Source: an optimization exercise on an open RTL-to-GDS flow (aim: small area). Production flows keep margins and buffers that such runs may drop.
Function was checked by simulation only, so behaviour that the tests miss may differ from the original.
The clock port is modelled as an ideal driver, which makes a skipped or thinned clock tree look cheaper than it is; a real chip needs a root buffer or a tree.
Power figures rest on the tool's default switching activity, not on a simulated workload.

==> inputs of 06-25 <==
==> flow/design.v <==
`timescale 1ns / 1ps
module Soft_Processor(
    output [7:0] LED,
    output [6:0] SEGMENT,
    output reg CTRL,
    input [7:0] SWITCH,
    input [2:0] BUTTON,
    input SYSCLK,
    input RST
);
    reg [2:0] cnt;
    wire tick = cnt[2] & ~cnt[1];
    always @(posedge SYSCLK) begin
        if (RST) cnt <= 3'b000;
        else     cnt <= {cnt[1:0], ~cnt[2]};
    end
    always @(posedge SYSCLK) begin
        if (RST) CTRL <= 1'b0;
        else if (tick) CTRL <= ~CTRL;
    end
    reg [2:0] q0, q1;
    always @(posedge SYSCLK) begin
        if (RST) q0 <= 3'b000;
        else if (tick) q0 <= BUTTON;
    end
    always @(posedge SYSCLK) begin
        if (tick) q1 <= q0;
    end
    wire [2:0] rise = {3{tick}} & q0 & ~q1;
    wire step_edge = rise[0];
    wire ra_next   = rise[1];
    wire pa_next   = rise[2];
    reg [3:0] ACC;
    reg [3:0] PC;
    reg carry;
    reg [3:0] R [0:15];
    wire use_rom = (SWITCH[7:4] == 4'h0);
    wire pc_lo = (PC[3:2] == 2'b00);
    reg [3:0] rom_op;
    always @(*) begin
        case (PC[1:0])
            2'd0: rom_op = 4'h1;
            2'd1: rom_op = 4'h8;
            2'd2: rom_op = 4'h2;
            default: rom_op = 4'hB;
        endcase
        if (!pc_lo) rom_op = 4'hF;
    end
    wire [3:0] rom_arg = pc_lo ? {3'b000, (PC[1:0] == 2'd1)} : 4'hF;
    wire [3:0] opcode  = use_rom ? rom_op  : SWITCH[7:4];
    wire [3:0] operand = use_rom ? rom_arg : SWITCH[3:0];
    wire [3:0] raddr = use_rom ? 4'h0 : SWITCH[3:0];
    wire [3:0] rval = R[raddr];
    wire use_reg = (opcode == 4'h1) | (opcode == 4'h3) | (opcode == 4'h4) |
                   (opcode == 4'h5) | (opcode == 4'h6);
    wire [3:0] b = use_reg ? rval : operand;
    wire is_sub = (opcode == 4'h4) | (opcode == 4'h9);
    wire [4:0] sum = {1'b0, ACC} + {1'b0, b ^ {4{is_sub}}} + {4'b0, is_sub};
    wire cout = sum[4] ^ is_sub;
    reg [3:0] alu;
    always @(*) begin
        case (opcode)
            4'h3, 4'h4, 4'h8, 4'h9: alu = sum[3:0];
            4'h5: alu = ACC & b;
            4'h6: alu = ACC | b;
            default: alu = b;  
        endcase
    end
    wire acc_wr   = (opcode == 4'h1) | (opcode == 4'h3) | (opcode == 4'h4) |
                    (opcode == 4'h5) | (opcode == 4'h6) | (opcode == 4'h7) |
                    (opcode == 4'h8) | (opcode == 4'h9);
    wire carry_wr = (opcode == 4'h3) | (opcode == 4'h4) | (opcode == 4'h8) | (opcode == 4'h9);
    wire acc_zero = (ACC == 4'h0);
    wire taken = (opcode == 4'hA) | ((opcode == 4'hB) & ~acc_zero) |
                 ((opcode == 4'hC) & acc_zero) | ((opcode == 4'hD) & ~carry) |
                 ((opcode == 4'hE) & carry);
    wire halt = (opcode == 4'hF);
    wire clr_all = RST | ra_next;
    wire clr_pa  = clr_all | pa_next;
    wire exec    = step_edge & ~pa_next;    
    wire [3:0] acc_next = clr_pa ? 4'h0 : (exec & acc_wr) ? alu : ACC;
    always @(posedge SYSCLK) ACC <= acc_next;
    always @(posedge SYSCLK) begin
        if (clr_pa) PC <= 4'h0;
        else if (exec & ~halt) PC <= taken ? operand : PC + 4'h1;
    end
    always @(posedge SYSCLK) begin
        if (clr_all) carry <= 1'b0;
        else if (exec & carry_wr) carry <= cout;
    end
    wire [3:0] wdata = acc_next;
    wire wr = exec & (opcode == 4'h2);
    genvar g;
    generate
        for (g = 0; g < 16; g = g + 1) begin : regs
            always @(posedge SYSCLK) begin
                if (clr_all | (wr & (raddr == g))) R[g] <= wdata;
            end
        end
    endgenerate
    wire [3:0] dval = CTRL ? raddr : rval;
    reg [6:0] seg;
    always @(*) begin
        case (dval)
            4'h0: seg = 7'h7E;
            4'h1: seg = 7'h30;
            4'h2: seg = 7'h6D;
            4'h3: seg = 7'h79;
            4'h4: seg = 7'h33;
            4'h5: seg = 7'h5B;
            4'h6: seg = 7'h5F;
            4'h7: seg = 7'h70;
            4'h8: seg = 7'h7F;
            4'h9: seg = 7'h73;
            4'hA: seg = 7'h77;
            4'hB: seg = 7'h1F;
            4'hC: seg = 7'h0D;
            4'hD: seg = 7'h3D;
            4'hE: seg = 7'h4F;
            default: seg = 7'h47;
        endcase
    end
    assign SEGMENT = seg;
    assign LED = {PC, ACC};
endmodule
==> flow/flow/run.sh <==
#!/bin/bash
# Own layout flow: the standard flow (standard.sh), except
#  - synthesis maps logic with an area-oriented ABC script (deepsyn, then &nf),
#    tried with several seeds in parallel, keeping the smallest result; it leaves
#    adders to ABC (no full/half-adder cell extraction). The rest of synthesis,
#    registers included, is the standard synthesis;
#  - port buffers use a small buffer cell;
#  - the clock is buffered by flow/manual_cts.tcl (a few clock buffers driven
#    straight from the clock port, each driving a compact group of flip-flops)
#    instead of TritonCTS.
# Settings are in flow/params.sh. Each tool's output goes to a log file here.
set -euo pipefail
W=$(pwd)
F=$W/flow
source "$F/params.sh"

# synthesis script: ORFS synth.tcl with only the abc script replaced
sed "s|^  log_cmd abc {\*}\$abc_args|  log_cmd abc {*}[lreplace \$abc_args 1 1 \$::env(AREA_ABC)]|" \
    "$FLOW_HOME/scripts/synth.tcl" > "$W/orfs_synth_area.tcl"
grep -q 'AREA_ABC' "$W/orfs_synth_area.tcl"
sed "s|source \$::env(SCRIPTS_DIR)/synth.tcl|set ::env(ADDER_MAP_FILE) {}; source $W/orfs_synth_area.tcl|" \
    "$W/synth_recipe.tcl" > "$W/area_synth.tcl"
grep -q orfs_synth_area "$W/area_synth.tcl"

best=""; best_area=""
for s in $SEEDS; do
  printf 'strash\n&get -n\n&deepsyn -T %s -S %s\n&st\n&dch\n&nf -R 1000\n&put\n' "$DEEPSYN_T" "$s" > "$W/area_$s.abc"
  sed -e "s|$W/synth_recipe.tcl|$W/area_synth.tcl|g" -e "s|WORK_HOME=$W/orfs |WORK_HOME=$W/syn_$s |" \
      "$W/standard.sh" > "$W/synth_$s.sh"
  grep -q "WORK_HOME=$W/syn_$s " "$W/synth_$s.sh"
  (AREA_ABC="$W/area_$s.abc" bash "$W/synth_$s.sh" synth > "$W/synth_$s.log" 2>&1 || true) &
done
wait
for s in $SEEDS; do
  st="$W/syn_$s/reports/sky130hd/Soft_Processor/base/synth_stat.txt"
  [[ -f "$W/syn_$s/results/sky130hd/Soft_Processor/base/1_synth.odb" && -f "$st" ]] || continue
  a=$(awk '/Chip area for module/ {print $NF}' "$st" | tail -1)
  echo "seed $s: synthesis area $a" | tee -a "$W/synth_choice.log"
  if [[ -z "$best" ]] || awk -v a="$a" -v b="$best_area" 'BEGIN {exit !(a < b)}'; then best=$s; best_area=$a; fi
done
[[ -n "$best" ]]
echo "kept seed $best ($best_area)" | tee -a "$W/synth_choice.log"
mv "$W/syn_$best" "$W/orfs"

export BUFFER_PORTS_ARGS="-buffer_cell $PORT_BUF"
export MCTS_LIB="$F/manual_cts_lib.tcl" MCTS_BUFS MCTS_CAPS
export PRE_CTS_TCL="$F/manual_cts.tcl"
bash "$W/standard.sh" finish > "$W/layout.log" 2>&1
==> flow/flow/manual_cts.tcl <==
# PRE_CTS_TCL hook: buffer the clock by hand (flow/manual_cts_lib.tcl) and skip TritonCTS.
source $::env(MCTS_LIB)
manual_cts $::env(MCTS_BUFS) $::env(MCTS_CAPS)
set_propagated_clock [all_clocks]
rename clock_tree_synthesis orig_clock_tree_synthesis
proc clock_tree_synthesis {args} {
  puts "clock_tree_synthesis skipped: the clock buffers were placed by manual_cts"
}
==> flow/flow/manual_cts_lib.tcl <==
# Clock buffering without TritonCTS: the flip-flop clock pins are split by recursive
# bisection (alternating on the wider side) into equal groups, one clock buffer per group
# placed at the group's centre and driven straight from the clock port.
proc bisect {sinks caps} {
  if {[llength $caps] == 1} { return [list $sinks] }
  set hc [expr {[llength $caps] / 2}]
  set c1 [lrange $caps 0 [expr {$hc - 1}]]; set c2 [lrange $caps $hc end]
  set w1 0.0; foreach c $c1 { set w1 [expr {$w1 + $c}] }
  set w2 0.0; foreach c $c2 { set w2 [expr {$w2 + $c}] }
  set xs {}; set ys {}
  foreach s $sinks { lappend xs [lindex $s 1]; lappend ys [lindex $s 2] }
  set xs [lsort -real $xs]; set ys [lsort -real $ys]
  set idx [expr {([lindex $xs end] - [lindex $xs 0]) >= ([lindex $ys end] - [lindex $ys 0]) ? 1 : 2}]
  set sorted [lsort -real -index $idx $sinks]
  set h [expr {int(round([llength $sorted] * $w1 / ($w1 + $w2)))}]
  return [concat [bisect [lrange $sorted 0 [expr {$h - 1}]] $c1] \
                 [bisect [lrange $sorted $h end] $c2]]
}
# bufs: one clock buffer cell per group; caps: the relative share of clock pins of each
proc manual_cts {bufs caps} {
  set block [ord::get_db_block]
  set db [ord::get_db]
  set clknet [$block findNet SYSCLK]
  set sinks {}
  foreach it [$clknet getITerms] {
    set inst [$it getInst]
    set bb [$inst getBBox]
    lappend sinks [list $it [expr {([$bb xMin] + [$bb xMax]) / 2.0}] [expr {([$bb yMin] + [$bb yMax]) / 2.0}]]
  }
  set groups [bisect $sinks $caps]
  set k 0
  foreach g $groups {
    set sx 0.0; set sy 0.0
    foreach s $g { set sx [expr {$sx + [lindex $s 1]}]; set sy [expr {$sy + [lindex $s 2]}] }
    set n [llength $g]
    set master [$db findMaster [lindex $bufs $k]]
    set inst [odb::dbInst_create $block $master "clkbuf_m_$k"]
    set net [odb::dbNet_create $block "clknet_m_$k"]
    $net setSigType CLOCK
    [$inst findITerm A] connect $clknet
    [$inst findITerm X] connect $net
    $inst setLocation [expr {int($sx / $n - [$master getWidth] / 2)}] [expr {int($sy / $n - [$master getHeight] / 2)}]
    $inst setPlacementStatus PLACED
    foreach s $g {
      set it [lindex $s 0]
      $it disconnect
      $it connect $net
    }
    puts "manual_cts: buffer $k [$master getName] drives $n clock pins"
    incr k
  }
}
==> flow/flow/params.sh <==
# layout choices read by run.sh
# deepsyn seeds tried in parallel; the smallest synthesis is kept
SEEDS="1 2 3 4"
DEEPSYN_T=150
PORT_BUF="sky130_fd_sc_hd__buf_1"
# clock buffers, one per group of clock pins, with each group's relative size
MCTS_BUFS="sky130_fd_sc_hd__clkbuf_16 sky130_fd_sc_hd__clkbuf_8 sky130_fd_sc_hd__clkbuf_16 sky130_fd_sc_hd__clkbuf_8"
MCTS_CAPS="1.6 1 1.6 1"
==> flow/standard.sh <==
#!/bin/bash
# synth_recipe.tcl (not shown) runs the flow's synth.tcl, then flattens the netlist and writes it again
# the make line also repeats each setting of config.mk as NAME=value (left out here)
make -C /OpenROAD-flow-scripts/flow DESIGN_CONFIG=/design/flow/config.mk WORK_HOME=/design/flow/orfs CLKGATE_MAP_FILE= SYNTH_SCRIPT=/design/flow/synth_recipe.tcl "${@:-finish}"
==> flow/config.mk <==
export PLATFORM = sky130hd
export DESIGN_NAME = Soft_Processor
export DESIGN_NICKNAME = Soft_Processor
export VERILOG_FILES = /design/flow/design.v
export SDC_FILE = /design/flow/constraint.sdc
export NUM_CORES = 4
export LEC_CHECK = 0
export CAP_MARGIN = 20
export CORE_MARGIN = 2
export CORE_UTILIZATION = 65
export SLEW_MARGIN = 20
==> flow/constraint.sdc <==
create_clock -name core_clock -period 10.0 [get_ports {SYSCLK}]
set_input_delay 2.0000 -clock core_clock [delete_from_list [all_inputs] [get_ports {SYSCLK}]]
set_output_delay 2.0000 -clock core_clock [all_outputs]
set_load 0.01 [all_outputs]
==> 01-09 (differences from 06-25) <==
==> flow/flow/run.sh (replaced) <==
#!/bin/bash
# Own layout flow: the standard flow (standard.sh), except
#  - synthesis maps logic with an area-oriented ABC script (flow/area.abc)
#    and leaves adders to ABC (no full/half-adder cell extraction); the rest
#    of synthesis, registers included, is the standard synthesis;
#  - port buffers use a small buffer cell (flow/params.sh);
#  - the clock tree uses small clock buffers and no dummy loads.
set -euo pipefail
W=$(pwd)
F=$W/flow
source "$F/params.sh"

# synthesis script: ORFS synth.tcl with only the abc script replaced
sed "s|^  log_cmd abc {\*}\$abc_args|  log_cmd abc {*}[lreplace \$abc_args 1 1 $F/area.abc]|" \
    "$FLOW_HOME/scripts/synth.tcl" > "$W/orfs_synth_area.tcl"
grep -q "$F/area.abc" "$W/orfs_synth_area.tcl"
sed "s|source \$::env(SCRIPTS_DIR)/synth.tcl|set ::env(ADDER_MAP_FILE) {}; source $W/orfs_synth_area.tcl|" \
    "$W/synth_recipe.tcl" > "$W/area_synth.tcl"
grep -q orfs_synth_area "$W/area_synth.tcl"
sed "s|$W/synth_recipe.tcl|$W/area_synth.tcl|g" "$W/standard.sh" > "$W/area_synth.sh"
grep -q area_synth.tcl "$W/area_synth.sh"

bash "$W/area_synth.sh" synth > "$W/synth.log" 2>&1

export BUFFER_PORTS_ARGS="-buffer_cell $PORT_BUF"
export CTS_ARGS="-sink_clustering_enable -repair_clock_nets -dont_use_dummy_load -buf_list {$CTS_BUFS} $CTS_EXTRA"
bash "$W/standard.sh" finish > "$W/layout.log" 2>&1
==> flow/flow/area.abc (new file) <==
strash
&get -n
&deepsyn -T 180
&st
&dch
&nf -R 1000
&put
==> flow/flow/params.sh (replaced) <==
# layout choices read by run.sh
CTS_BUFS="sky130_fd_sc_hd__clkbuf_8"
CTS_EXTRA=""
PORT_BUF="sky130_fd_sc_hd__buf_1"
removed: flow/flow/manual_cts.tcl
removed: flow/flow/manual_cts_lib.tcl
==> 08-16 (differences from 06-25) <==
- CORE_UTILIZATION: 65 -> 80
- GPL_TIMING_DRIVEN: unset -> 0
==> qor summary <==
item	08-16	06-25	01-09
Outcome	timing/DRC/antenna clean	timing/DRC/antenna clean	timing/DRC/antenna clean
PnR worst setup slack	2335 ps	2719 ps	2359 ps
Drt total wl	10270 um	8233 um	8685 um
Fraction of standard cell area in multi-input logic	33.26%	33.11%	33.82%
Max Clock Freq	0.1305 GHz	0.1373 GHz	0.1309 GHz
Gpl congestion	0.9129	0.9533	0.9133
Slew at the pin closest to its max-slew limit	953.3 ps	842.0 ps	998.0 ps
Worst setup path endpoint	SEGMENT[0]	SEGMENT[0]	SEGMENT[2]
Combinational group power	0.164 mW	0.157 mW	0.0880 mW
Wire length per cell	24.64 um	18.84 um	19.74 um
Number of cells on the critical path	15	15	14
Internal Dissipation	0.4952 mW	0.4951 mW	0.4918 mW
Number of multi-input combinational cells in the layout	235	235	236
In 06-25 and 08-16 the design's own scripts or RTL, not TritonCTS, make the clock network.

## re-timing with driven ports
No port has a modelled driver above. Below, the same layouts with a new extraction and two added sets of constraints.
Step 1 assumes that a clkbuf_16 drives the clock port and a buf_2 every other input.
Step 2 also shifts input and output timing later by t, the mid clock arrival at the registers, as if the neighbouring blocks saw the same clock.
Three values: ideal ports, drivers, drivers and shift; two values: the first two.
run | shift t [ns] | slack for setup (ns) | hold WS [ns] | latest minus earliest clock arrival (ns) | worst data-port slew with drivers (ns)
06-25 | 0.227 | 2.719 / 2.693 / 2.693 | 0.407 / 0.407 / 0.407 | 0.014 / 0.015 | 0.03
01-09 | 0.372 | 2.359 / 2.338 / 2.338 | 0.419 / 0.419 / 0.419 | 0.019 / 0.019 | 0.03
08-16 | 0.230 | 2.335 / 2.309 / 2.309 | 0.435 / 0.435 / 0.435 | 0.018 / 0.017 | 0.04
After both steps setup and hold are still met in every run listed.
